Context: an optimization exercise on an open-source flow, tuned for small area. The choices shown serve that exercise and are no tape-out recipe.
RTL that was checked went through simulation tests only; none was proved equivalent to the original.
No functional check of the RTL was part of run 3.
No activity file was given, so power comes from the tool's default toggle rates.

==> config.mk <==
export PLATFORM = sky130hd
export DESIGN_NAME = top
export DESIGN_NICKNAME = top
export VERILOG_FILES = /design/flow/design.v
export SDC_FILE = /design/flow/constraint.sdc
export NUM_CORES = 4
export LEC_CHECK = 0
export CAP_MARGIN = 20
export CORE_MARGIN = 2
export CORE_UTILIZATION = 40
export SLEW_MARGIN = 20
==> constraint.sdc <==
create_clock -name core_clock -period 40.0 [get_ports {clk}]
set_input_delay 8.0000 -clock core_clock [delete_from_list [all_inputs] [get_ports {clk}]]
set_output_delay 8.0000 -clock core_clock [all_outputs]
set_load 0.01 [all_outputs]
==> design.v <==
module uart_rx(
    input  wire       clk,
    input  wire       rst,
    input  wire       rx,
    output wire       rx_done,
    output wire [7:0] rx_data
);
    reg        rx_temp;
    reg        active;     
    reg [3:0]  bc;
    reg [10:0] div;
    reg [7:0]  sh;
    wire baud = active && div == 11'd11;
    assign rx_done = active && bc == 4'd12;
    assign rx_data = sh;
    always @(posedge clk) begin
        rx_temp <= rst | rx;
        if (rst)
            active <= 1'b0;
        else if (!active)
            active <= !rx_temp;
        else if (bc == 4'd12)
            active <= 1'b0;
        if (!active)
            bc <= 4'd0;
        else if (bc >= 4'd10 || baud)
            bc <= bc + 4'd1;
        div <= (!active || div == 11'd1249) ? 11'd0 : div + 11'd1;
        if (baud && bc != 4'd9)
            sh <= {rx_temp, sh[7:1]};
    end
endmodule
module uart_tx(
    input  wire       clk,
    input  wire       rst,
    input  wire       start,    
    input  wire       last,     
    input  wire [7:0] data,     
    output wire       load,     
    output wire       next,     
    output wire       done,     
    output wire       tx
);
    localparam S_IDLE = 3'd0, S_BUILD = 3'd1, S_LOAD = 3'd2, S_SEND = 3'd3,
               S_TRANS = 3'd4, S_WAIT = 3'd5, S_DONE = 3'd6;
    reg [2:0]  state;
    reg [10:0] div;
    reg [3:0]  bc;
    wire trans = state == S_TRANS;
    wire tick  = div == 11'd1;
    assign load = state == S_LOAD;
    assign next = state == S_WAIT && !last;
    assign done = state == S_DONE;
    reg bit_out;
    always @(*) begin
        case (bc)
            4'd1: bit_out = 1'b0;
            4'd2: bit_out = data[0];
            4'd3: bit_out = data[1];
            4'd4: bit_out = data[2];
            4'd5: bit_out = data[3];
            4'd6: bit_out = data[4];
            4'd7: bit_out = data[5];
            4'd8: bit_out = data[6];
            4'd9: bit_out = data[7];
            default: bit_out = 1'b1;
        endcase
    end
    assign tx = !trans || bit_out;
    always @(posedge clk) begin
        if (rst)
            state <= S_IDLE;
        else case (state)
            S_IDLE:  if (start) state <= S_BUILD;
            S_BUILD: state <= S_LOAD;
            S_LOAD:  state <= S_SEND;
            S_SEND:  state <= S_TRANS;
            S_TRANS: if (bc == 4'd10 && tick) state <= S_WAIT;
            S_WAIT:  state <= last ? S_DONE : S_LOAD;
            default: state <= S_IDLE;
        endcase
        div <= (!trans || div == 11'd1249) ? 11'd0 : div + 11'd1;
        bc  <= !trans ? 4'd0 : bc + {3'd0, tick};
    end
endmodule
`timescale 1ns / 1ps
module top(
	   input wire 	     clk,
	   input wire 	     rst,
	   input wire 	     btn0,
	   input wire 	     rx_bluetooth,
	   input wire 	     rx_husky,
	   input wire [15:0] adc_data,
	   input wire 	     adc_drdy,
	   input wire 	     echo,
	   output wire 	     tx_bluetooth,
	   output wire 	     tx_husky,
	   output wire 	     tx_pc,
	   output wire 	     A_1A,
	   output wire 	     A_1B,
	   output wire 	     B_1A,
	   output wire 	     B_1B,
	   output wire [3:0] led,
	   output wire 	     right_pwm_r,
	   output wire 	     right_pwm_g,
	   output wire 	     right_pwm_b,
	   output wire 	     left_pwm_r,
	   output wire 	     left_pwm_g,
	   output wire 	     left_pwm_b,
	   output wire 	     trig,
	   output wire 	     buzzer,
	   output wire 	     adc_den
	   );
   assign tx_pc = rx_husky;
   reg [7:0] pwm_cnt;
   always @(posedge clk) pwm_cnt <= rst ? 8'd0 : pwm_cnt + 8'd1;
   wire       bt_done;
   wire [7:0] bt_data;
   uart_rx bt_rx(.clk(clk), .rst(rst), .rx(rx_bluetooth), .rx_done(bt_done), .rx_data(bt_data));
   localparam [2:0] MAN_STOP = 3'b000, MAN_AUTO = 3'b001, MAN_F = 3'b111,
                    MAN_B = 3'b100, MAN_L = 3'b101, MAN_R = 3'b110;
   reg        periodic;
   reg [2:0]  man;
   reg        prev_v;
   reg        arrow_en;
   reg        bt_pd;       
   reg [20:0] timer;
   wire timer_max = timer == 21'd1_499_999;
   always @(posedge clk) begin
      if (rst) begin
         periodic <= 1'b0;
         man      <= MAN_STOP;
         prev_v   <= 1'b0;
      end else if (bt_done) begin
         case (bt_data)
           8'h46: man <= MAN_F;
           8'h52: man <= MAN_R;
           8'h42: man <= MAN_B;
           8'h4C: man <= MAN_L;
           8'h53: man <= MAN_STOP;
           8'h56: ;
           8'h41: begin
              periodic <= !periodic;
              man      <= periodic ? MAN_STOP : MAN_AUTO;
           end
           default: if (!periodic) man <= MAN_STOP;
         endcase
         prev_v <= bt_data == 8'h56;
      end
      timer    <= (!periodic || timer_max) ? 21'd0 : timer + 21'd1;
      arrow_en <= !rst && ((periodic && timer_max) || (bt_done && bt_data == 8'h56 && !prev_v));
      bt_pd    <= !rst && bt_done;
   end
   reg [3:0] led_byte;
   always @(*) begin
      case (bt_data)
        8'h46: led_byte = 4'b1000;
        8'h52: led_byte = 4'b0001;
        8'h42: led_byte = 4'b0100;
        8'h4C: led_byte = 4'b0010;
        8'h56: led_byte = 4'b0011;
        default: led_byte = 4'b0000;
      endcase
   end
   assign led = bt_pd ? led_byte : {1'b0, periodic, periodic, periodic};
   reg btn_s0, btn_s1, btn_prev;
   reg [1:0] hcmd;       
   wire h_done;
   always @(posedge clk) begin
      btn_s0   <= !rst && btn0;
      btn_s1   <= !rst && btn_s0;
      btn_prev <= !rst && btn_s1;
      if (rst)                      hcmd <= 2'b00;
      else if (arrow_en)            hcmd <= 2'b10;
      else if (h_done)              hcmd <= 2'b00;
      else if (btn_s1 && !btn_prev) hcmd <= 2'b01;
   end
   reg [2:0] hidx;
   reg [1:0] hsnap;
   wire h_load, h_next;
   reg [7:0] h_byte;
   always @(*) begin
      case (hidx)
        3'd0: h_byte = 8'h55;
        3'd1: h_byte = 8'hAA;
        3'd2: h_byte = 8'h11;
        3'd3: h_byte = 8'h00;
        3'd4: h_byte = {2'b00, |hsnap, 1'b0, hsnap[0], |hsnap, 1'b0, hsnap[1]};
        default: h_byte = {2'b00, |hsnap, 1'b1, hsnap[0], |hsnap, 1'b0, hsnap[1]};
      endcase
   end
   uart_tx h_tx(.clk(clk), .rst(rst), .start(|hcmd), .last(hidx == 3'd5), .data(h_byte),
                .load(h_load), .next(h_next), .done(h_done), .tx(tx_husky));
   always @(posedge clk) begin
      if (rst || h_done) hidx <= 3'd0;
      else if (h_next)   hidx <= hidx + 3'd1;
      if (h_load) hsnap <= hcmd;
   end
   wire       hu_done;
   wire [7:0] hu_data;
   uart_rx hu_rx(.clk(clk), .rst(rst), .rx(rx_husky), .rx_done(hu_done), .rx_data(hu_data));
   localparam [3:0] P_IDLE = 4'd0, P_H1 = 4'd1, P_H2 = 4'd2, P_ADDR = 4'd3, P_LEN = 4'd4,
                    P_CMD = 4'd5, P_DL = 4'd7, P_DW = 4'd8, P_SEND = 4'd9, P_SW = 4'd10;
   reg [3:0] pst;
   reg       lag;
   reg [3:0] pcnt;       
   reg [7:0] buf0, buf1, buf2, buf3, buf4, buf5, buf6, buf7;
   reg       bt_start;
   localparam [2:0] D_NONE = 3'd0, D_F = 3'd1, D_B = 3'd2, D_L = 3'd3, D_R = 3'd4;
   reg [2:0] dmode;
   wire      bt_req_done;
   wire p_act   = !lag;
   wire p_shift = p_act && pst == P_DW && hu_done && !pcnt[3];
   wire p_rot   = p_act && pst == P_SW && bt_req_done;
   wire [15:0] ox = {buf2, buf1};
   wire [15:0] oy = {buf4, buf3};
   wire [15:0] tx_ = {buf6, buf5};
   wire [15:0] ty_ = {buf0, buf7};
   wire signed [16:0] dx = $signed(tx_) - $signed(ox);
   wire signed [16:0] dy = $signed(ty_) - $signed(oy);
   wire f_en = tx_ > 16'd100 && tx_ < 16'd200 && ty_ <= 16'd130;
   wire b_en = tx_ > 16'd100 && tx_ < 16'd200 && ty_ > 16'd130 && ty_ < 16'd200;
   wire l_en = tx_ < 16'd101;
   wire susp = (ty_ > 16'd200 && ty_ < 16'd240) || (dx > -30 && dx < 0 && dy > -30 && dy < 0);
   wire r_en = tx_ > 16'd199 || susp;
   wire [2:0] new_mode = f_en ? D_F : b_en ? D_B : l_en ? D_L : r_en ? D_R : D_NONE;
   always @(posedge clk) begin
      if (p_shift || p_rot) begin
         buf0 <= buf1; buf1 <= buf2; buf2 <= buf3; buf3 <= buf4;
         buf4 <= buf5; buf5 <= buf6; buf6 <= buf7;
         buf7 <= p_shift ? hu_data : buf0;
      end
   end
   always @(posedge clk) begin
      if (rst) begin
         pst      <= P_IDLE;
         lag      <= 1'b0;
         bt_start <= 1'b0;
         dmode    <= D_L;
      end else begin
         bt_start <= (p_act && pst == P_SEND) || (lag && pst == P_SW);
         lag      <= 1'b0;
         if (p_act) case (pst)
           P_IDLE: if (hu_done && hu_data == 8'h55) begin pst <= P_H1; lag <= 1'b1; end
           P_H1:   if (hu_done && hu_data == 8'hAA) begin pst <= P_H2; lag <= 1'b1; end
           P_H2:   if (hu_done && hu_data == 8'h11) begin pst <= P_ADDR; lag <= 1'b1; end
           P_ADDR: if (hu_done) begin pst <= P_LEN; lag <= 1'b1; end
           P_LEN:  if (hu_done) begin pst <= P_CMD; lag <= 1'b1; end
           P_CMD:  if (hu_done && hu_data == 8'h2B) begin pst <= P_DL; lag <= 1'b1; pcnt <= 4'd0; end
           P_DL:   begin pst <= P_DW; lag <= 1'b1; end
           P_DW:   if (hu_done) begin
              lag <= 1'b1;
              if (pcnt == 4'd9) begin pst <= P_SEND; pcnt <= 4'd1; end
              else begin pst <= P_DL; pcnt <= pcnt + 4'd1; end
           end
           P_SEND: begin pst <= P_SW; lag <= 1'b1; end
           P_SW:   if (bt_req_done) begin
              lag <= 1'b1;
              if (pcnt == 4'd8) begin pst <= P_IDLE; dmode <= new_mode; end
              else begin pst <= P_SEND; pcnt <= pcnt + 4'd1; end
           end
           default: ;
         endcase
      end
   end
   uart_tx bt_tx(.clk(clk), .rst(rst), .start(bt_start), .last(1'b1), .data(buf0),
                 .load(), .next(), .done(bt_req_done), .tx(tx_bluetooth));
   localparam [2:0] A_STOP = 3'b000, A_F = 3'b111, A_B = 3'b100, A_L = 3'b101, A_R = 3'b110;
   reg        turn_phase;
   reg [20:0] dcnt;
   reg [2:0]  auto_st;
   wire [2:0] a_dir = dmode == D_L ? A_L : A_R;
   always @(posedge clk) begin
      if (rst || dmode == D_F || dmode == D_NONE) begin
         turn_phase <= 1'b1;
         dcnt       <= 21'd0;
         auto_st    <= (!rst && dmode == D_F) ? A_F : A_STOP;
      end else if (dmode == D_B) begin
         if (dcnt < 21'd1_999_999) begin dcnt <= dcnt + 21'd1; auto_st <= A_B; end
         else begin dcnt <= 21'd0; auto_st <= A_STOP; end
      end else if (turn_phase) begin
         if (dcnt < 21'd499_999) begin dcnt <= dcnt + 21'd1; auto_st <= a_dir; end
         else begin turn_phase <= 1'b0; dcnt <= 21'd0; auto_st <= A_STOP; end
      end else begin
         if (dcnt < 21'd899_999) begin dcnt <= dcnt + 21'd1; auto_st <= A_STOP; end
         else begin turn_phase <= 1'b1; dcnt <= 21'd0; auto_st <= a_dir; end
      end
   end
   reg [20:0] tcnt;
   always @(posedge clk) tcnt <= (rst || tcnt == 21'd1_200_000) ? 21'd0 : tcnt + 21'd1;
   assign trig = tcnt != 21'd0 && tcnt <= 21'd1200;
   reg        echo_d, echo_start, fell, obstacle;
   reg [11:0] epre;      
   reg [2:0]  eunits;    
   wire       efall = !echo_start && !echo && echo_d;
   always @(posedge clk) begin
      echo_d     <= !rst && echo;
      echo_start <= !rst && echo && !echo_d;
      fell       <= !rst && efall;
      if (echo_start) begin
         epre   <= 12'd0;
         eunits <= 3'd0;
      end else if (echo) begin
         if (epre == 12'd3479) begin
            epre <= 12'd0;
            if (eunits != 3'd6) eunits <= eunits + 3'd1;
         end else
           epre <= epre + 12'd1;
      end
      if (rst) obstacle <= 1'b0;
      else if (efall) obstacle <= eunits < 3'd4;
   end
   reg [2:0]  bp;
   reg [16:0] bpre;      
   reg [4:0]  bq;        
   reg        tone_en;
   reg [13:0] tone_cnt;
   reg        beep_ge;
   always @(*) begin
      case (bp)
        3'd0: beep_ge = 1'b1;
        3'd1: beep_ge = bq >= 5'd1;
        3'd2: beep_ge = bq >= 5'd3;
        3'd3: beep_ge = bq >= 5'd6;
        3'd4: beep_ge = bq >= 5'd12;
        default: beep_ge = bq >= 5'd24;
      endcase
   end
   wire beep_off = bp[2] & bp[1];
   always @(posedge clk) begin
      if (rst) bp <= 3'd0;
      else if (fell) bp <= eunits[2:1] == 2'b00 ? 3'd1 : eunits;
      if (rst || beep_off || beep_ge) begin
         bpre <= 17'd0;
         bq   <= 5'd0;
      end else if (bpre == 17'd99_999) begin
         bpre <= 17'd0;
         bq   <= bq + 5'd1;
      end else
        bpre <= bpre + 17'd1;
      if (rst || beep_off) tone_en <= 1'b0;
      else if (beep_ge) tone_en <= !tone_en;
      tone_cnt <= (rst || !tone_en || tone_cnt == 14'd15000) ? 14'd0 : tone_cnt + 14'd1;
   end
   assign buzzer = tone_cnt != 14'd0 && tone_cnt <= 14'd7500;
   wire is_auto = man == MAN_AUTO;
   wire thr = auto_st[1] ? (auto_st[0] ? pwm_cnt < 8'd185 : pwm_cnt < 8'd200)
                         : (auto_st[0] ? pwm_cnt < 8'd200 : pwm_cnt < 8'd180);
   wire m_on = is_auto ? (auto_st[2] && !obstacle && thr) : man[2];
   wire m_u  = is_auto ? auto_st[1] : man[1];
   wire m_v  = is_auto ? auto_st[0] : man[0];
   assign A_1A = m_on & m_u;
   assign A_1B = m_on & !m_u;
   assign B_1A = m_on & m_v;
   assign B_1B = m_on & !m_v;
   reg [15:0] xcnt;
   always @(posedge clk) xcnt <= (rst || xcnt == 16'd60000) ? 16'd0 : xcnt + 16'd1;
   assign adc_den = xcnt == 16'd1;
   wire [11:0] av = adc_data[15:4];
   wire [17:0] scaled = ({6'd0, av} - 18'd880) * 18'd271;
   reg  [7:0]  duty;
   reg         pwm;
   always @(posedge clk) begin
      if (rst) duty <= 8'd0;
      else if (adc_drdy) duty <= av <= 12'd880 ? 8'd0 : av >= 12'd1360 ? 8'd255 : scaled[16:9];
      pwm <= !rst && pwm_cnt < duty;
   end
   assign right_pwm_r = pwm;
   assign right_pwm_g = pwm;
   assign right_pwm_b = pwm;
   assign left_pwm_r  = pwm;
   assign left_pwm_g  = pwm;
   assign left_pwm_b  = pwm;
endmodule
==> run.sh <==
#!/bin/bash
# synth_recipe.tcl (not shown) runs the flow's synth.tcl, then flattens the netlist and writes it again
# the make line also repeats each setting of config.mk as NAME=value (left out here)
make -C /OpenROAD-flow-scripts/flow DESIGN_CONFIG=/design/flow/config.mk WORK_HOME=/design/flow/orfs CLKGATE_MAP_FILE= SYNTH_SCRIPT=/design/flow/synth_recipe.tcl finish
==> flow_summary.rst, run 1 <==
.. list-table::
   :header-rows: 1

   * - Metric
     - Value
   * - Average wire per standard cell
     - 13.4 um
   * - First-pass GRT wire length
     - 62,700 um
   * - Chip Height
     - roughly 220 um
   * - Proportion of synthesized chip area in sequential cells
     - 41.4%
   * - CP delay by family, top
     - buffers and inverters
   * - Crit path buffers/inverters
     - 2
   * - Cell type contributing the most total cell area after synthesis
     - dfxtp_1
   * - Initial cell density of the core
     - 40.6%
   * - Worst path cell trace
     - clkdlybuf4s50_1, clkdlybuf4s50_1
   * - CP dominant cell by count
     - clkdlybuf4s50_1
   * - Clock Root Buffer
     - clkbuf_16
   * - Core ar.
     - ~45,000 um2
   * - Final hold vios
     - 0
   * - Final worst clock skew
     - 0.0129 ns
   * - Horizontal die dimension
     - about 220 um
   * - RD Place Congestion
     - 0.902
   * - Final Net Count
     - 2,274
   * - Final worst setup slack
     - 22.97 ns
   * - Final sum of negative setup slack
     - 0 ns
   * - DRT iter0 DRCs
     - 723
   * - Arrival time of data at the critical path endpoint
     - ~9 ns
   * - Count of flip-flops with a built-in enable after synthesis
     - 86
   * - Iteration count of the initial detailed-routing pass
     - 6
   * - Clock-pin transition on the worst setup and hold timing paths
     - 0.06 ns
   * - Max Clock Freq
     - 58.7 MHz
   * - Worst voltage drop across the vdd grid
     - 27.5 uV
   * - Synthesized Nets
     - 2,233
   * - Post-place setup slack
     - 22.96 ns
   * - Result of the run
     - no timing/DRC/antenna violations
   * - Final slew viol count
     - 0
   * - Cells resized by post-CTS repair
     - 0
   * - Number of maximum-capacitance constraint violations
     - 0
   * - Leading register cell type out of synthesis
     - dfxtp_1
   * - Antenna violations before repair
     - 0
   * - Path category of the worst min-delay check
     - reg -> reg
   * - Critical Path Source Type
     - primary input
   * - Total wire length
     - 36,400 um
   * - Most frequent cells after synthesis
     - 294 x nor2_1, 253 x dfxtp_1, 168 x inv_1
   * - Remaining design rule violation count
     - 0
   * - Biggest fanout along the worst timing path
     - 2
   * - Biggest area contributors in the synthesized netlist
     - dfxtp_1 27%, edfxtp_1 14%, ha_1 9.1%
   * - Total vias in the final route
     - between 10,000 and 15,000
   * - Gr ovfl total
     - 0
   * - Kind of capture point of the worst setup path
     - output port
   * - Avg Cell Area, Syn
     - 9.01 um2
   * - Via count of the first global-routing pass
     - 13,400
   * - Number of register bits inferred by synthesis
     - 339
   * - Clock tree from TritonCTS
     - yes
   * - Power per cell area
     - 44.1 nW/um2
   * - Clock Sinks
     - 339
   * - Worst-margin pin slew
     - 0.894 ns
   * - Critical path data required time
     - 32.00 ns
   * - Site row count
     - 78
   * - Buffers added on ports
     - 38
   * - Count of final setup violators
     - 0
   * - Max-slew headroom
     - between 40 and 50%
   * - Overall track demand over capacity in global routing
     - 15.5%
   * - Die ar.
     - 47,900 um2
   * - Hold buffers post-CTS
     - 0
   * - Vias per cell
     - 5.09
   * - Inserted Clock Buffers
     - 38
   * - Antenna Violating Nets Remaining
     - 0
   * - Netlist area before placement
     - 18,500 um2
   * - Setup Buffers After CTS
     - 0
   * - Share of synthesized flip-flops with an asynchronous set or reset
     - 0%
   * - Cell at the slowest stage of the critical path
     - clkdlybuf4s50_1
   * - Yosys synthesis warning count
     - 3
   * - Dpl hpwl
     - 26,800 um
   * - Unrepaired setup endpoints after global routing
     - no
   * - IO Count
     - 43
   * - Share of layout cells above drive strength 1
     - about 5%
   * - Cell count after synthesis
     - 2,051
   * - Leakage
     - 7.97 nW
   * - Maximum number of pins on one net before global-route repair
     - 52
   * - Final worst-path cycle share
     - 42.6%
   * - Number of antenna repair diodes
     - 0
   * - Area growth, synth to finish
     - 12.3%
   * - Share of the synthesized area in the top cell type
     - 27.4%
   * - Max stage delay on crit path
     - 0.55 ns
   * - Clk Latency, worst-skew pair
     - 0.53 ns
   * - Cell with the most instances after synthesis
     - nor2_1
   * - Netlist cell types
     - 77
   * - Buffer depth of the longest clock path
     - 3
   * - CTS H-tree lvls
     - 2
   * - Time the final worst path needs with I/O delays and setup
     - around 17 ns
   * - Crit Path Category
     - in -> out
final timing paths:
path / start / to / slack [ns] / cells after the start
worst max-delay path: rx_husky / tx_pc / 22.97 / 2
worst min-delay path: echo_d / echo_start / 0.42 / 1
worst max register to register: buf7[0] / dmode[2] / 36.94 / 12
worst min register to register: echo_d / echo_start / 0.42 / 1
cell type report:
type / count / area [um2]
fillers: 4394 / 24700
inverters: 170 / 638
flip-flops and latches: 339 / 7650
well taps: 600 / 751
repair buffers: 46 / 433
clock inverters: 22 / 213
clock buffers: 47 / 1060
multi-input cells: 1497 / 10000
placed cells by master, fill, tap and decap left out, drive strengths merged, types with 31 or more instances in the layout:
cell type      count
nor2             295
clkdlybuf4s50     37
inv              169
ha               135
nor4              31
xor2             106
nand2            143
o21ai             82
dfxtp            253
xnor2             92
edfxtp            86
clkbuf            47
nand3             92
a21oi             91
nor3              42
and3              36
nand4             35
metrics by stage:
step	area (um2)	total power, W	hold slack (ns)	cells	util (%)
after floorplan	18500	0.000535	0.392	2051	-
after global placement	19500	0.000570	0.400	2651	42.8
after detailed placement	19500	0.000573	0.407	2652	42.8
after CTS	20700	0.000928	0.418	2721	45.6
after global routing	20700	0.000974	0.436	2721	45.6
final	20700	0.000914	0.416	2721	45.6
worst reg2reg max path, delay by kind of cell (launching register included):
kind	cells	cell delay, ns
xor+xnor	1	0.11
fa+ha+maj	2	0.56
flops	1	0.46
buf+inv	2	0.14
compound gates	7	1.68
per-layer routing:
metal | wire (um) | part of all wire [%] | track usage (%)
met5 | 0 | 0 | 0
met1 | 17700 | 49 | 21.0
met3 | 1290 | 3.6 | 2.34
met2 | 16800 | 46 | 25.9
met4 | 590 | 1.6 | 3.99
sequential cells by signal, summed over array words and instances, names as in the netlist, 12 cells and up:
register / count
bpre: 17
dcnt: 21
epre: 12
tcnt: 21
timer: 21
tone_cnt: 14
xcnt: 16
report_power, final:
part           total, W  leakage (nW)  internal [W]  switching, W
Sequential     0.000371          2.82      0.000359     0.0000113
Clock          0.000350         0.608      0.000209      0.000141
Combinational  0.000193          4.54     0.0000906      0.000103
kinds of logic (layout without fill, tap and decap cells):
kind of cell               after synthesis  after routing  share of synthesized area [%]
and+or+nand+nor                        815            815                           21.3
DFF                                    339            339                           41.4
AOI/OAI and AO/OA                      300            300                           10.2
buffers and inverters                  215            285                           4.56
xor gates and xnor gates               198            198                           9.39
adders and majority gates              159            159                           11.7
muxes                                   25             25                           1.42
==> run 2, diff against run 1 <==
--- a/design.v
+++ b/design.v
@@ -10,7 +10,8 @@
     reg [3:0]  bc;
     reg [10:0] div;
     reg [7:0]  sh;
-    wire baud = active && div == 11'd11;
+    wire tick = div == 11'h7fc;
+    wire baud = active && tick;
     assign rx_done = active && bc == 4'd12;
     assign rx_data = sh;
     always @(posedge clk) begin
@@ -25,7 +26,7 @@
             bc <= 4'd0;
         else if (bc >= 4'd10 || baud)
             bc <= bc + 4'd1;
-        div <= (!active || div == 11'd1249) ? 11'd0 : div + 11'd1;
+        div <= !active ? 11'd0 : tick ? 11'h439 : {div[9:0], ~(div[10] ^ div[8])};
         if (baud && bc != 4'd9)
             sh <= {rx_temp, sh[7:1]};
     end
@@ -47,7 +48,7 @@
     reg [10:0] div;
     reg [3:0]  bc;
     wire trans = state == S_TRANS;
-    wire tick  = div == 11'd1;
+    wire tick  = div == 11'h001;
     assign load = state == S_LOAD;
     assign next = state == S_WAIT && !last;
     assign done = state == S_DONE;
@@ -79,7 +80,7 @@
             S_WAIT:  state <= last ? S_DONE : S_LOAD;
             default: state <= S_IDLE;
         endcase
-        div <= (!trans || div == 11'd1249) ? 11'd0 : div + 11'd1;
+        div <= !trans ? 11'd0 : tick ? 11'h329 : {div[9:0], ~(div[10] ^ div[8])};
         bc  <= !trans ? 4'd0 : bc + {3'd0, tick};
     end
 endmodule
@@ -124,8 +125,8 @@
    reg        prev_v;
    reg        arrow_en;
    reg        bt_pd;       
-   reg [20:0] timer;
-   wire timer_max = timer == 21'd1_499_999;
+   reg [20:0] timer;     
+   wire timer_max = timer == 21'h1cc75c;    
    always @(posedge clk) begin
       if (rst) begin
          periodic <= 1'b0;
@@ -147,7 +148,7 @@
          endcase
          prev_v <= bt_data == 8'h56;
       end
-      timer    <= (!periodic || timer_max) ? 21'd0 : timer + 21'd1;
+      timer    <= (!periodic || timer_max) ? 21'd0 : {timer[19:0], ~(timer[20] ^ timer[18])};
       arrow_en <= !rst && ((periodic && timer_max) || (bt_done && bt_data == 8'h56 && !prev_v));
       bt_pd    <= !rst && bt_done;
    end
@@ -212,16 +213,25 @@
    wire p_act   = !lag;
    wire p_shift = p_act && pst == P_DW && hu_done && !pcnt[3];
    wire p_rot   = p_act && pst == P_SW && bt_req_done;
-   wire [15:0] ox = {buf2, buf1};
-   wire [15:0] oy = {buf4, buf3};
+   reg       d_bor, d_lo, near;
+   wire      d_hi = !pcnt[0];
+   wire [8:0] d_diff = {d_hi & buf0[7], buf0} - {d_hi & buf4[7], buf4} - {8'd0, d_hi & d_bor};
+   wire      d_lo_ok = d_diff[7:0] != 8'd0 && d_diff[7:0] < 8'd30;
+   always @(posedge clk) begin
+      if (p_rot && pcnt <= 4'd4) begin
+         if (!d_hi) begin
+            d_bor <= d_diff[8];
+            d_lo  <= d_lo_ok;
+         end else
+           near <= (pcnt[2] ? near : 1'b1) && d_lo && d_diff == 9'd0;
+      end
+   end
    wire [15:0] tx_ = {buf6, buf5};
    wire [15:0] ty_ = {buf0, buf7};
-   wire signed [16:0] dx = $signed(tx_) - $signed(ox);
-   wire signed [16:0] dy = $signed(ty_) - $signed(oy);
    wire f_en = tx_ > 16'd100 && tx_ < 16'd200 && ty_ <= 16'd130;
    wire b_en = tx_ > 16'd100 && tx_ < 16'd200 && ty_ > 16'd130 && ty_ < 16'd200;
    wire l_en = tx_ < 16'd101;
-   wire susp = (ty_ > 16'd200 && ty_ < 16'd240) || (dx > -30 && dx < 0 && dy > -30 && dy < 0);
+   wire susp = (ty_ > 16'd200 && ty_ < 16'd240) || near;
    wire r_en = tx_ > 16'd199 || susp;
    wire [2:0] new_mode = f_en ? D_F : b_en ? D_B : l_en ? D_L : r_en ? D_R : D_NONE;
    always @(posedge clk) begin
@@ -267,28 +277,54 @@
                  .load(), .next(), .done(bt_req_done), .tx(tx_bluetooth));
    localparam [2:0] A_STOP = 3'b000, A_F = 3'b111, A_B = 3'b100, A_L = 3'b101, A_R = 3'b110;
    reg        turn_phase;
-   reg [20:0] dcnt;
+   reg [16:0] dpre;
+   reg [4:0]  dq;
    reg [2:0]  auto_st;
+   reg        d_clr, d_inc;
    wire [2:0] a_dir = dmode == D_L ? A_L : A_R;
+   always @(*) begin
+      d_clr = 1'b1;
+      d_inc = 1'b0;
+      if (rst || dmode == D_F || dmode == D_NONE) ;
+      else if (dmode == D_B) begin
+         if (dq < 5'd20) begin d_clr = 1'b0; d_inc = 1'b1; end
+      end else if (turn_phase) begin
+         if (dq < 5'd5) begin d_clr = 1'b0; d_inc = 1'b1; end
+      end else begin
+         if (dq < 5'd9) begin d_clr = 1'b0; d_inc = 1'b1; end
+      end
+   end
+   wire dpre_wrap = dpre == 17'h12a35;
    always @(posedge clk) begin
+      if (d_clr) begin
+         dpre <= 17'd0;
+         dq   <= 5'd0;
+      end else if (dpre_wrap) begin
+         dpre <= 17'h10000;
+         dq   <= dq + 5'd1;
+      end else
+        dpre <= {dpre[15:0], ~(dpre[16] ^ dpre[13])};
       if (rst || dmode == D_F || dmode == D_NONE) begin
          turn_phase <= 1'b1;
-         dcnt       <= 21'd0;
          auto_st    <= (!rst && dmode == D_F) ? A_F : A_STOP;
-      end else if (dmode == D_B) begin
-         if (dcnt < 21'd1_999_999) begin dcnt <= dcnt + 21'd1; auto_st <= A_B; end
-         else begin dcnt <= 21'd0; auto_st <= A_STOP; end
-      end else if (turn_phase) begin
-         if (dcnt < 21'd499_999) begin dcnt <= dcnt + 21'd1; auto_st <= a_dir; end
-         else begin turn_phase <= 1'b0; dcnt <= 21'd0; auto_st <= A_STOP; end
+      end else if (dmode == D_B)
+        auto_st <= d_inc ? A_B : A_STOP;
+      else if (turn_phase) begin
+         auto_st <= d_inc ? a_dir : A_STOP;
+         if (!d_inc) turn_phase <= 1'b0;
       end else begin
-         if (dcnt < 21'd899_999) begin dcnt <= dcnt + 21'd1; auto_st <= A_STOP; end
-         else begin turn_phase <= 1'b1; dcnt <= 21'd0; auto_st <= a_dir; end
+         auto_st <= d_inc ? A_STOP : a_dir;
+         if (!d_inc) turn_phase <= 1'b1;
       end
    end
    reg [20:0] tcnt;
-   always @(posedge clk) tcnt <= (rst || tcnt == 21'd1_200_000) ? 21'd0 : tcnt + 21'd1;
-   assign trig = tcnt != 21'd0 && tcnt <= 21'd1200;
+   reg        trig_r;
+   wire       tcnt_0 = tcnt == 21'd0;
+   always @(posedge clk) begin
+      tcnt   <= (rst || tcnt == 21'h1a1d4b) ? 21'd0 : {tcnt[19:0], ~(tcnt[20] ^ tcnt[18])};
+      trig_r <= !rst && (tcnt_0 || (trig_r && tcnt != 21'h09ebaf));
+   end
+   assign trig = trig_r;
    reg        echo_d, echo_start, fell, obstacle;
    reg [11:0] epre;      
    reg [2:0]  eunits;    
@@ -301,11 +337,11 @@
          epre   <= 12'd0;
          eunits <= 3'd0;
       end else if (echo) begin
-         if (epre == 12'd3479) begin
+         if (epre == 12'h712) begin
             epre <= 12'd0;
             if (eunits != 3'd6) eunits <= eunits + 3'd1;
          end else
-           epre <= epre + 12'd1;
+           epre <= {epre[10:0], ~(epre[11] ^ epre[5] ^ epre[3] ^ epre[0])};
       end
       if (rst) obstacle <= 1'b0;
       else if (efall) obstacle <= eunits < 3'd4;
@@ -314,7 +350,8 @@
    reg [16:0] bpre;      
    reg [4:0]  bq;        
    reg        tone_en;
-   reg [13:0] tone_cnt;
+   reg [13:0] tone_cnt;  
+   reg        buzz;
    reg        beep_ge;
    always @(*) begin
       case (bp)
@@ -333,16 +370,18 @@
       if (rst || beep_off || beep_ge) begin
          bpre <= 17'd0;
          bq   <= 5'd0;
-      end else if (bpre == 17'd99_999) begin
+      end else if (bpre == 17'h0546b) begin
          bpre <= 17'd0;
          bq   <= bq + 5'd1;
       end else
-        bpre <= bpre + 17'd1;
+        bpre <= {bpre[15:0], ~(bpre[16] ^ bpre[13])};
       if (rst || beep_off) tone_en <= 1'b0;
       else if (beep_ge) tone_en <= !tone_en;
-      tone_cnt <= (rst || !tone_en || tone_cnt == 14'd15000) ? 14'd0 : tone_cnt + 14'd1;
+      tone_cnt <= (rst || !tone_en || tone_cnt == 14'h2751) ? 14'd0
+                  : {tone_cnt[12:0], ~(tone_cnt[13] ^ tone_cnt[4] ^ tone_cnt[2] ^ tone_cnt[0])};
+      buzz     <= !rst && tone_en && (tone_cnt == 14'd0 || (buzz && tone_cnt != 14'h11d7));
    end
-   assign buzzer = tone_cnt != 14'd0 && tone_cnt <= 14'd7500;
+   assign buzzer = buzz;
    wire is_auto = man == MAN_AUTO;
    wire thr = auto_st[1] ? (auto_st[0] ? pwm_cnt < 8'd185 : pwm_cnt < 8'd200)
                          : (auto_st[0] ? pwm_cnt < 8'd200 : pwm_cnt < 8'd180);
@@ -353,16 +392,19 @@
    assign A_1B = m_on & !m_u;
    assign B_1A = m_on & m_v;
    assign B_1B = m_on & !m_v;
-   reg [15:0] xcnt;
-   always @(posedge clk) xcnt <= (rst || xcnt == 16'd60000) ? 16'd0 : xcnt + 16'd1;
+   reg [15:0] xcnt;      
+   always @(posedge clk)
+     xcnt <= (rst || xcnt == 16'hadd6) ? 16'd0 : {xcnt[14:0], ~(xcnt[15] ^ xcnt[14] ^ xcnt[12] ^ xcnt[3])};
    assign adc_den = xcnt == 16'd1;
    wire [11:0] av = adc_data[15:4];
-   wire [17:0] scaled = ({6'd0, av} - 18'd880) * 18'd271;
+   wire [8:0]  ax = av[8:0] - 9'd368;
+   wire [12:0] ax15 = {ax, 4'd0} - {4'd0, ax};
+   wire [9:0]  ascaled = {1'b0, ax} + {5'd0, ax15[12:8]};
    reg  [7:0]  duty;
    reg         pwm;
    always @(posedge clk) begin
       if (rst) duty <= 8'd0;
-      else if (adc_drdy) duty <= av <= 12'd880 ? 8'd0 : av >= 12'd1360 ? 8'd255 : scaled[16:9];
+      else if (adc_drdy) duty <= av <= 12'd880 ? 8'd0 : av >= 12'd1360 ? 8'd255 : ascaled[8:1];
       pwm <= !rst && pwm_cnt < duty;
    end
    assign right_pwm_r = pwm;
==> flow_summary.rst, run 2 <==
.. list-table::
   :header-rows: 1

   * - Metric
     - Value
   * - Share of total power in combinational logic
     - 5.2% (-16 points)
   * - Most common library cell in the layout ignoring fill and taps
     - dfxtp_1
   * - Core ar.
     - 35,700 um2 (-21%)
   * - Number of register bits inferred by synthesis
     - 345 (+1.8%)
   * - Max Clock Freq
     - 58.8 MHz (+0.19%)
   * - Proportion of synthesized chip area in sequential cells
     - 53.4% (+12 points)
   * - Max-slew headroom
     - 31.7% (-8.4 points)
   * - Area of all sequential standard cells
     - 7800 um2 (+2.0%)
   * - Inserted Clock Buffers
     - 37 (-2.6%)
   * - Die ar.
     - 38,000 um2 (-21%)
   * - Post-Route Hold Slack
     - 0.416 ns (+0.000115 ns)
   * - Switching pwr
     - 0.000153 W (-40%)
   * - Avg Cell Area, Syn
     - 10.2 um2 (+14%)
   * - Unrepaired setup endpoints after global routing
     - no
   * - Remaining design rule violation count
     - 0 (unchanged)
   * - CP dominant cell by count
     - clkdlybuf4s50_1
   * - Overall track demand over capacity in global routing
     - 13.8% (-1.7 points)
   * - Cell with the most instances after synthesis
     - dfxtp_1
   * - Leading register cell type out of synthesis
     - dfxtp_1
   * - Critical Path Source Type
     - primary input
   * - Horizontal die dimension
     - 195 um (-11%)
   * - Leakage
     - 6.15 nW (-23%)
   * - Clock Sinks
     - 345 (+1.8%)
   * - Share of the synthesized area in the top cell type
     - 35.1% (+7.7 points)
   * - Reg power frac
     - 50.7% (+10 points)
   * - Worst voltage drop across the vdd grid
     - 32.5 uV (+18%)
   * - Biggest fanout along the worst timing path
     - 2 (unchanged)
   * - Time the final worst path needs with I/O delays and setup
     - 17.00 ns (-0.0317 ns)
   * - Area of the multi-input gates
     - 6340 um2 (-37%)
   * - Share of synthesized flip-flops with an asynchronous set or reset
     - 0% (unchanged)
   * - Critical path data required time
     - 32.00 ns (about the same)
   * - Dpl hpwl
     - 17,500 um (-35%)
   * - Via count of the first global-routing pass
     - 9,654 (-28%)
   * - Setup Buffers After CTS
     - 0 (unchanged)
   * - Maximum number of pins on one net before global-route repair
     - 65 (+25%)
   * - Cell type contributing the most total cell area after synthesis
     - dfxtp_1
   * - Final worst-path cycle share
     - 42.5% (-0.079 points)
   * - Final sum of negative setup slack
     - 0 ns (unchanged)
   * - Switching part of the total
     - 21.2% (-6.8 points)
   * - RD Place Congestion
     - 0.814 (-9.7%)
   * - Total wire length
     - 25,900 um (-29%)
   * - Area growth, synth to finish
     - 13.1%
   * - Crit path buffers/inverters
     - 2 (unchanged)
   * - Antenna violations before repair
     - 0 (unchanged)
   * - Commonest non-fill, non-tap cells in the layout
     - 256 x dfxtp_1, 152 x nor2_1, 120 x and2_1
   * - Path category of the worst min-delay check
     - reg -> reg
   * - Share of layout cells above drive strength 1
     - 5.59% (+0.63 points)
   * - Clock tree from TritonCTS
     - yes
   * - CTS H-tree lvls
     - 2 (unchanged)
   * - Clk Latency, worst-skew pair
     - 0.52 ns (about the same)
   * - DRT iter0 DRCs
     - 446 (-38%)
   * - Kind of capture point of the worst setup path
     - output port
   * - Vias per cell
     - 5.07 (-0.49%)
   * - Total internal power
     - 0.000571 W (-13%)
   * - Worst-margin pin slew
     - 1.01 ns (+0.117 ns)
   * - Final Net Count
     - 1,549 (-32%)
   * - Final slew viol count
     - 0 (unchanged)
   * - Gr ovfl total
     - 0 (unchanged)
   * - Site row count
     - 69 (-12%)
   * - Antenna Violating Nets Remaining
     - 0 (unchanged)
   * - Largest registers ranked by flip-flop count
     - tcnt x21, timer x21
   * - Clock-pin transition on the worst setup and hold timing paths
     - 0.06 ns (about the same)
   * - CP delay by family, top
     - buffers and inverters
   * - Crit Path Category
     - in -> out
   * - Netlist area before placement
     - 14,600 um2 (-21%)
   * - Chip Height
     - 195 um (-11%)
   * - Share of the core filled with cells
     - 46.2% (+0.55 points)
   * - Fill cell count
     - 3,398 (-23%)
   * - Average wire per standard cell
     - 13.3 um (-0.56%)
   * - Total vias in the final route
     - 9,867 (-29%)
   * - Number of antenna repair diodes
     - 0 (unchanged)
   * - Biggest area contributors in the synthesized netlist
     - dfxtp_1 35%, edfxtp_1 18%, ha_1 5.3%
   * - Buffers added on ports
     - 38 (unchanged)
   * - Cell count after synthesis
     - 1,427 (-30%)
   * - Buffer depth of the longest clock path
     - 3 (unchanged)
   * - Hold buffers post-CTS
     - 0 (unchanged)
   * - Worst path cell trace
     - clkdlybuf4s50_1, clkdlybuf4s50_1
   * - Power per cell area
     - 43.9 nW/um2 (-0.33%)
   * - Arrival time of data at the critical path endpoint
     - 9.00 ns (-0.03 ns)
   * - Most frequent cells after synthesis
     - 256 x dfxtp_1, 152 x nor2_1, 120 x and2_1
   * - Count of flip-flops with a built-in enable after synthesis
     - 89 (+3.5%)
   * - First-pass GRT wire length
     - 45,100 um (-28%)
   * - Count of final setup violators
     - 0 (unchanged)
   * - Number of maximum-capacitance constraint violations
     - 0 (unchanged)
   * - Yosys synthesis warning count
     - 3 (unchanged)
   * - Iteration count of the initial detailed-routing pass
     - 5 (-1)
   * - IO Count
     - 43 (unchanged)
   * - Final hold vios
     - 0 (unchanged)
   * - Netlist cell types
     - 74 (-3.9%)
   * - Synthesized Nets
     - 1,515 (-32%)
   * - Initial cell density of the core
     - 40.8% (+0.20 points)
   * - Cells resized by post-CTS repair
     - 0 (unchanged)
   * - Part of the total power dissipated in the clock network
     - 44.0% (+5.7 points)
   * - Cell at the slowest stage of the critical path
     - clkdlybuf4s50_1
   * - Result of the run
     - no timing/DRC/antenna violations
   * - Max stage delay on crit path
     - 0.53 ns (-0.02 ns)
   * - Clock Root Buffer
     - clkbuf_16
   * - Final worst clock skew
     - 0.0256 ns (+0.0127 ns)
==> run 2: path summary, 6_finish.rpt <==
check / cells after the start / startpoint / endpoint / slack [ns]
hold reg to reg: 0 / buf3[6] / buf2[6] / 0.42
hold / removal: 0 / buf3[6] / buf2[6] / 0.42
setup reg to reg: 11 / pcnt[0] / near / 36.31
setup / recovery: 2 / rx_husky / tx_pc / 23.00
==> run 2: cells by family (layout without fill, tap and decap cells) <==
group | Yosys count | count (layout) | synth area share, %
DFF | 345 | 345 | 53.4
and+or+nand+nor | 604 | 604 | 22.4
adders and majority gates | 65 | 65 | 5.73
muxes | 32 | 32 | 2.29
xor gates and xnor gates | 64 | 64 | 3.89
AOI/OAI and AO/OA | 203 | 203 | 9.13
buffers and inverters | 114 | 173 | 3.14
==> run 2: area by class of cell <==
cell class / instances / share of cell area, %
clock buffers: 61 / 6.79
inverters: 69 / 1.57
flip-flops and latches: 345 / 47.3
multi-input cells: 968 / 38.4
clock inverters: 3 / 0.114
repair buffers: 40 / 2.37
well taps: 461 / 3.50
==> run 2: power by group through the flow <==
| stage | combinational [W] | clock [W] | sequential [W] |
|---|---|---|---|
| global placement | 0.0000379 | 0 | 0.000375 |
| detailed placement | 0.0000381 | 0 | 0.000375 |
| floorplan | 0.0000293 | 0 | 0.000373 |
| CTS | 0.0000384 | 0.000330 | 0.000367 |
| global route | 0.0000434 | 0.000344 | 0.000368 |
| finish | 0.0000380 | 0.000319 | 0.000367 |
==> run 2: routing by layer <==
metal | GRT usage, % | share of wire, %
met5 | 0 | 0
met1 | 18.9 | 50
met2 | 22.4 | 44
met3 | 2.54 | 3.7
met4 | 4.04 | 2.2
==> run 2: worst reg2reg max path, stage by stage, from the launching register on <==
cell	delay (ns)
edfxtp_1	0.51
inv_1	0.20
nand2_1	0.10
fa_1	0.46
fa_1	0.44
nand2b_1	0.16
a21o_1	0.20
a21oi_1	0.31
a31oi_1	0.18
a2111oi_0	0.50
o22ai_1	0.20
nor3_1	0.25
==> run 2: metrics by stage <==
step	power [W]	setup slack [ns]	instance area [um2]	instances
after floorplan	0.000403	23.88	14600	1427
after global placement	0.000413	23.00	15400	1883
after detailed placement	0.000413	23.00	15400	1883
after CTS	0.000736	23.00	16500	1947
after global routing	0.000756	22.95	16500	1947
final	0.000724	23.00	16500	1947
==> run 3, diff against run 2 <==
--- a/design.v
+++ b/design.v
@@ -31,7 +31,9 @@
             sh <= {rx_temp, sh[7:1]};
     end
 endmodule
-module uart_tx(
+module uart_tx #(
+    parameter DLY = 0           
+)(
     input  wire       clk,
     input  wire       rst,
     input  wire       start,    
@@ -43,7 +45,7 @@
     output wire       tx
 );
     localparam S_IDLE = 3'd0, S_BUILD = 3'd1, S_LOAD = 3'd2, S_SEND = 3'd3,
-               S_TRANS = 3'd4, S_WAIT = 3'd5, S_DONE = 3'd6;
+               S_TRANS = 3'd4, S_WAIT = 3'd5, S_DONE = 3'd6, S_PRE = 3'd7;
     reg [2:0]  state;
     reg [10:0] div;
     reg [3:0]  bc;
@@ -72,13 +74,14 @@
         if (rst)
             state <= S_IDLE;
         else case (state)
-            S_IDLE:  if (start) state <= S_BUILD;
+            S_IDLE:  if (start) state <= DLY ? S_PRE : S_BUILD;
+            S_PRE:   state <= S_BUILD;
             S_BUILD: state <= S_LOAD;
             S_LOAD:  state <= S_SEND;
             S_SEND:  state <= S_TRANS;
             S_TRANS: if (bc == 4'd10 && tick) state <= S_WAIT;
             S_WAIT:  state <= last ? S_DONE : S_LOAD;
-            default: state <= S_IDLE;
+            default: state <= S_IDLE;    
         endcase
         div <= !trans ? 11'd0 : tick ? 11'h329 : {div[9:0], ~(div[10] ^ div[8])};
         bc  <= !trans ? 4'd0 : bc + {3'd0, tick};
@@ -206,7 +209,6 @@
    reg       lag;
    reg [3:0] pcnt;       
    reg [7:0] buf0, buf1, buf2, buf3, buf4, buf5, buf6, buf7;
-   reg       bt_start;
    localparam [2:0] D_NONE = 3'd0, D_F = 3'd1, D_B = 3'd2, D_L = 3'd3, D_R = 3'd4;
    reg [2:0] dmode;
    wire      bt_req_done;
@@ -245,10 +247,8 @@
       if (rst) begin
          pst      <= P_IDLE;
          lag      <= 1'b0;
-         bt_start <= 1'b0;
          dmode    <= D_L;
       end else begin
-         bt_start <= (p_act && pst == P_SEND) || (lag && pst == P_SW);
          lag      <= 1'b0;
          if (p_act) case (pst)
            P_IDLE: if (hu_done && hu_data == 8'h55) begin pst <= P_H1; lag <= 1'b1; end
@@ -273,7 +273,8 @@
          endcase
       end
    end
-   uart_tx bt_tx(.clk(clk), .rst(rst), .start(bt_start), .last(1'b1), .data(buf0),
+   wire bt_start = (p_act && pst == P_SEND) || (lag && pst == P_SW);
+   uart_tx #(.DLY(1)) bt_tx(.clk(clk), .rst(rst), .start(bt_start), .last(1'b1), .data(buf0),
                  .load(), .next(), .done(bt_req_done), .tx(tx_bluetooth));
    localparam [2:0] A_STOP = 3'b000, A_F = 3'b111, A_B = 3'b100, A_L = 3'b101, A_R = 3'b110;
    reg        turn_phase;
@@ -347,39 +348,44 @@
       else if (efall) obstacle <= eunits < 3'd4;
    end
    reg [2:0]  bp;
-   reg [16:0] bpre;      
-   reg [4:0]  bq;        
+   reg [13:0] tpos;
+   reg [7:0]  ba;
+   reg [2:0]  lvl;
    reg        tone_en;
-   reg [13:0] tone_cnt;  
    reg        buzz;
-   reg        beep_ge;
+   reg        lvl_hit;      
    always @(*) begin
-      case (bp)
-        3'd0: beep_ge = 1'b1;
-        3'd1: beep_ge = bq >= 5'd1;
-        3'd2: beep_ge = bq >= 5'd3;
-        3'd3: beep_ge = bq >= 5'd6;
-        3'd4: beep_ge = bq >= 5'd12;
-        default: beep_ge = bq >= 5'd24;
+      case (lvl)
+        3'd0: lvl_hit = ba == 8'h3d && tpos == 14'h34ff;    
+        3'd1: lvl_hit = ba == 8'hcb && tpos == 14'h0e4b;    
+        3'd2: lvl_hit = ba == 8'hed && tpos == 14'h3ccc;    
+        3'd3: lvl_hit = ba == 8'ha9 && tpos == 14'h3a93;    
+        3'd4: lvl_hit = ba == 8'h2d && tpos == 14'h0936;    
+        default: lvl_hit = 1'b0;
       endcase
    end
    wire beep_off = bp[2] & bp[1];
+   wire beep_ge  = lvl >= bp;
+   wire tpos_0   = tpos == 14'd0;
+   wire tpos_end = tpos == 14'h2751;
    always @(posedge clk) begin
       if (rst) bp <= 3'd0;
       else if (fell) bp <= eunits[2:1] == 2'b00 ? 3'd1 : eunits;
       if (rst || beep_off || beep_ge) begin
-         bpre <= 17'd0;
-         bq   <= 5'd0;
-      end else if (bpre == 17'h0546b) begin
-         bpre <= 17'd0;
-         bq   <= bq + 5'd1;
-      end else
-        bpre <= {bpre[15:0], ~(bpre[16] ^ bpre[13])};
+         tpos <= 14'd0;
+         ba   <= 8'd0;
+         lvl  <= 3'd0;
+      end else begin
+         if (tpos_end) begin
+            tpos <= 14'd0;
+            ba   <= {ba[6:0], ~(ba[7] ^ ba[5] ^ ba[4] ^ ba[3])};
+         end else
+           tpos <= {tpos[12:0], ~(tpos[13] ^ tpos[4] ^ tpos[2] ^ tpos[0])};
+         if (lvl_hit) lvl <= lvl + 3'd1;
+      end
       if (rst || beep_off) tone_en <= 1'b0;
       else if (beep_ge) tone_en <= !tone_en;
-      tone_cnt <= (rst || !tone_en || tone_cnt == 14'h2751) ? 14'd0
-                  : {tone_cnt[12:0], ~(tone_cnt[13] ^ tone_cnt[4] ^ tone_cnt[2] ^ tone_cnt[0])};
-      buzz     <= !rst && tone_en && (tone_cnt == 14'd0 || (buzz && tone_cnt != 14'h11d7));
+      buzz <= !rst && tone_en && (tpos_0 || (buzz && tpos != 14'h11d7));
    end
    assign buzzer = buzz;
    wire is_auto = man == MAN_AUTO;
--- a/config.mk
+++ b/config.mk
@@ -8,4 +8,7 @@
 export CAP_MARGIN = 20
 export CORE_MARGIN = 2
 export CORE_UTILIZATION = 40
+export CTS_BUF_LIST = sky130_fd_sc_hd__clkbuf_8
+export CTS_CLUSTER_DIAMETER = 60
+export CTS_CLUSTER_SIZE = 16
 export SLEW_MARGIN = 20
==> flow_summary.rst, run 3 <==
.. list-table::
   :header-rows: 1

   * - Metric
     - Value
   * - Gr ovfl total
     - 0 (unchanged)
   * - Maximum number of pins on one net before global-route repair
     - 65 (unchanged)
   * - Cell with the most instances after synthesis
     - dfxtp_1
   * - Die ar.
     - 38,100 um2 (+0.10%)
   * - Biggest area contributors in the synthesized netlist
     - dfxtp_1 33%, edfxtp_1 18%, ha_1 5.7%
   * - Netlist cell types
     - 89 (+20%)
   * - Commonest non-fill, non-tap cells in the layout
     - 244 x dfxtp_1, 148 x nor2_1, 106 x and2_1
   * - CTS H-tree lvls
     - 1 (-1)
   * - Remaining design rule violation count
     - 0 (unchanged)
   * - Total cell area at the placement stage
     - 15,400 um2 (+0.22%)
   * - Leading register cell type out of synthesis
     - dfxtp_1
   * - Via count of the first global-routing pass
     - 9,555 (-1.0%)
   * - Total wire length
     - 26,800 um (+3.4%)
   * - Final Net Count
     - 1,552 (+0.19%)
   * - Critical path data required time
     - 32.00 ns (about the same)
   * - Clock tree from TritonCTS
     - yes
   * - Power per cell area
     - 37.5 nW/um2 (-15%)
   * - Worst-margin pin slew
     - 0.869 ns (-0.142 ns)
   * - Inserted Clock Buffers
     - 30 (-19%)
   * - Antenna Violating Nets Remaining
     - 0 (unchanged)
   * - Netlist area before placement
     - 14,600 um2 (+0.10%)
   * - First-pass GRT wire length
     - 45,700 um (+1.3%)
   * - Biggest fanout along the worst timing path
     - 2 (unchanged)
   * - Time the final worst path needs with I/O delays and setup
     - 17.00 ns (+0.00330 ns)
   * - Leakage
     - 5.86 nW (-4.7%)
   * - RD Place Congestion
     - 0.843 (+3.5%)
   * - Count of final setup violators
     - 0 (unchanged)
   * - Final worst-path cycle share
     - 42.5% (about the same)
   * - Share of the synthesized area in the top cell type
     - 33.4% (-1.7 points)
   * - Final slew viol count
     - 0 (unchanged)
   * - Share of synthesized flip-flops with an asynchronous set or reset
     - 0% (unchanged)
   * - Initial cell density of the core
     - 40.9% (+0.042 points)
   * - Largest registers ranked by flip-flop count
     - tcnt x21, timer x21, dpre x17
   * - Final worst setup slack
     - 23.00 ns (-0.00330 ns)
   * - Share of layout cells above drive strength 1
     - 5.62% (+0.034 points)
   * - Core ar.
     - 35,700 um2 (unchanged)
   * - Clock Sinks
     - 333 (-3.5%)
   * - Overall track demand over capacity in global routing
     - 14.1% (+0.25 points)
   * - Average wire per standard cell
     - 13.8 um (+3.8%)
   * - Final worst clock skew
     - 0.0307 ns (+0.00505 ns)
   * - CP dominant cell by count
     - clkdlybuf4s50_1
   * - Cell at the slowest stage of the critical path
     - clkdlybuf4s50_1
   * - Most frequent cells after synthesis
     - 244 x dfxtp_1, 148 x nor2_1, 106 x and2_1
   * - Antenna violations before repair
     - 0 (unchanged)
   * - Critical Path Source Type
     - primary input
   * - Buffers added on ports
     - 38 (unchanged)
   * - Area growth, synth to finish
     - 9.77%
   * - Number of maximum-capacitance constraint violations
     - 0 (unchanged)
   * - Avg Cell Area, Syn
     - 10.2 um2 (-0.11%)
   * - Synthesized Nets
     - 1,523 (+0.53%)
   * - Hold buffers post-CTS
     - 0 (unchanged)
   * - Max Clock Freq
     - 58.8 MHz (about the same)
   * - Worst path cell trace
     - clkdlybuf4s50_1, clkdlybuf4s50_1
   * - Clock Root Buffer
     - clkbuf_8
   * - Post-route cell area
     - 16,000 um2 (-2.8%)
   * - Setup Buffers After CTS
     - 0 (unchanged)
   * - Max-slew headroom
     - 41.8% (+10 points)
   * - Count of flip-flops with a built-in enable after synthesis
     - 89 (unchanged)
   * - Unrepaired setup endpoints after global routing
     - no
   * - Clk Latency, worst-skew pair
     - 0.62 ns (+0.10 ns)
   * - Cell count after synthesis
     - 1,430 (+0.21%)
   * - Number of register bits inferred by synthesis
     - 333 (-3.5%)
   * - Path category of the worst min-delay check
     - reg -> reg
   * - Kind of capture point of the worst setup path
     - output port
   * - Arrival time of data at the critical path endpoint
     - 9.00 ns (about the same)
   * - Cells resized by post-CTS repair
     - 0 (unchanged)
   * - Crit path buffers/inverters
     - 2 (unchanged)
   * - Proportion of synthesized chip area in sequential cells
     - 51.7% (-1.7 points)
   * - CP delay by family, top
     - buffers and inverters
   * - Result of the run
     - no timing/DRC/antenna violations
   * - Number of antenna repair diodes
     - 0 (unchanged)
   * - Post-place setup slack
     - 22.99 ns (-0.0111 ns)
   * - Worst voltage drop across the vdd grid
     - 21.7 uV (-33%)
   * - Most common library cell in the layout ignoring fill and taps
     - dfxtp_1
   * - DRT iter0 DRCs
     - 560 (+26%)
   * - Vias per cell
     - 5.14 (+1.5%)
   * - Buffer depth of the longest clock path
     - 3 (unchanged)
   * - Final sum of negative setup slack
     - 0 ns (unchanged)
   * - Horizontal die dimension
     - 195 um (about the same)
   * - Dpl hpwl
     - 18,600 um (+6.7%)
   * - Chip Height
     - 195 um (about the same)
   * - Fill cell count
     - 3,439 (+1.2%)
   * - Total vias in the final route
     - 9,970 (+1.0%)
   * - Clock-pin transition on the worst setup and hold timing paths
     - 0.09 ns (+0.03 ns)
   * - Cell type contributing the most total cell area after synthesis
     - dfxtp_1
   * - Final hold vios
     - 0 (unchanged)
   * - IO Count
     - 43 (unchanged)
   * - Yosys synthesis warning count
     - 4 (+1)
   * - Site row count
     - 69 (unchanged)
   * - Max stage delay on crit path
     - 0.53 ns (about the same)
   * - Iteration count of the initial detailed-routing pass
     - 5 (unchanged)
   * - Crit Path Category
     - in -> out
==> run 3: per-stage QoR <==
stage | hold WS, ns | util, % | power, W | std cells
floorplan | 0.392 | - | 0.000389 | 1430
global placement | 0.399 | 43.1 | 0.000398 | 1888
detailed placement | 0.405 | 43.1 | 0.000398 | 1888
CTS | 0.426 | 44.8 | 0.000612 | 1938
global route | 0.432 | 44.9 | 0.000629 | 1938
finish | 0.422 | 44.9 | 0.000601 | 1938
==> run 3: routing by layer <==
metal	track usage [%]	vias up	wire (um)
li1	-	5101	-
met1	19.3	4686	13400
met2	23.0	144	12000
met3	1.99	39	933
met4	4.16	0	491
met5	0	-	0
==> run 3: final cells by class <==
class / count / area, um2 / share of cell area [%]
clock inverter: 19 / 203 / 1.26
tap: 461 / 577 / 3.60
timing repair buffer: 41 / 398 / 2.48
sequential: 333 / 7560 / 47.1
clock buffer: 31 / 427 / 2.66
inverter: 80 / 300 / 1.87
multi-input combinational: 973 / 6570 / 41.0
==> run 3: path summary, 6_finish.rpt <==
path	start	end	slack, ns	depth (start not counted)
hold reg to reg	echo_d	echo_start	0.42	1
setup reg to reg	pcnt[0]	near	36.77	10
setup / recovery	rx_husky	tx_pc	23.00	2
hold / removal	echo_d	echo_start	0.42	1
==> run 3: power breakdown <==
group | internal, W | switching, W | leakage, nW | total [W]
sequential | 0.000349 | 0.00000477 | 2.59 | 0.000354
clock | 0.0000898 | 0.000121 | 0.340 | 0.000211
combinational | 0.0000175 | 0.0000187 | 2.93 | 0.0000362
==> run 3: logic make-up (layout without fill, tap and decap cells) <==
group	Yosys count	in the layout	share of synthesized area, %
compound gates	214	214	9.86
xor+xnor	67	67	4.02
fa+ha+maj	70	70	6.15
buf+inv	124	171	3.34
flops	333	333	51.7
mux	35	35	2.56
simple gates	587	587	22.3

-- separate check: timing with driven ports --
How much do the figures lean on ideal ports? The routed layouts below were timed once more, with nothing changed but the port constraints. Step 1: set_driving_cell puts a clkbuf_16 on clk and a buf_2 on each other input, an assumption about the parent block. Step 2 times the ports against the registers' clock, not the clock port: input delays grow and output delays shrink by t, the midpoint of the rising clock arrivals with the driver on. a / b / c = ideal ports / drivers / drivers and shift; a / b = the first two.
run | t, ns | setup WS [ns] | hold WS [ns]
run 1 | 0.573 | 22.971 / 22.950 / 22.950 | 0.416 / 0.416 / 0.416
run 2 | 0.557 | 23.003 / 22.982 / 22.982 | 0.416 / 0.416 / 0.416
run 3 | 0.659 | 23.000 / 22.977 / 22.977 | 0.422 / 0.422 / 0.422
After both steps setup and hold are still met in every run listed. The setup slack of run 3, which loses most, moves by -0.023 ns with the drivers and by -0.023 ns with both steps.
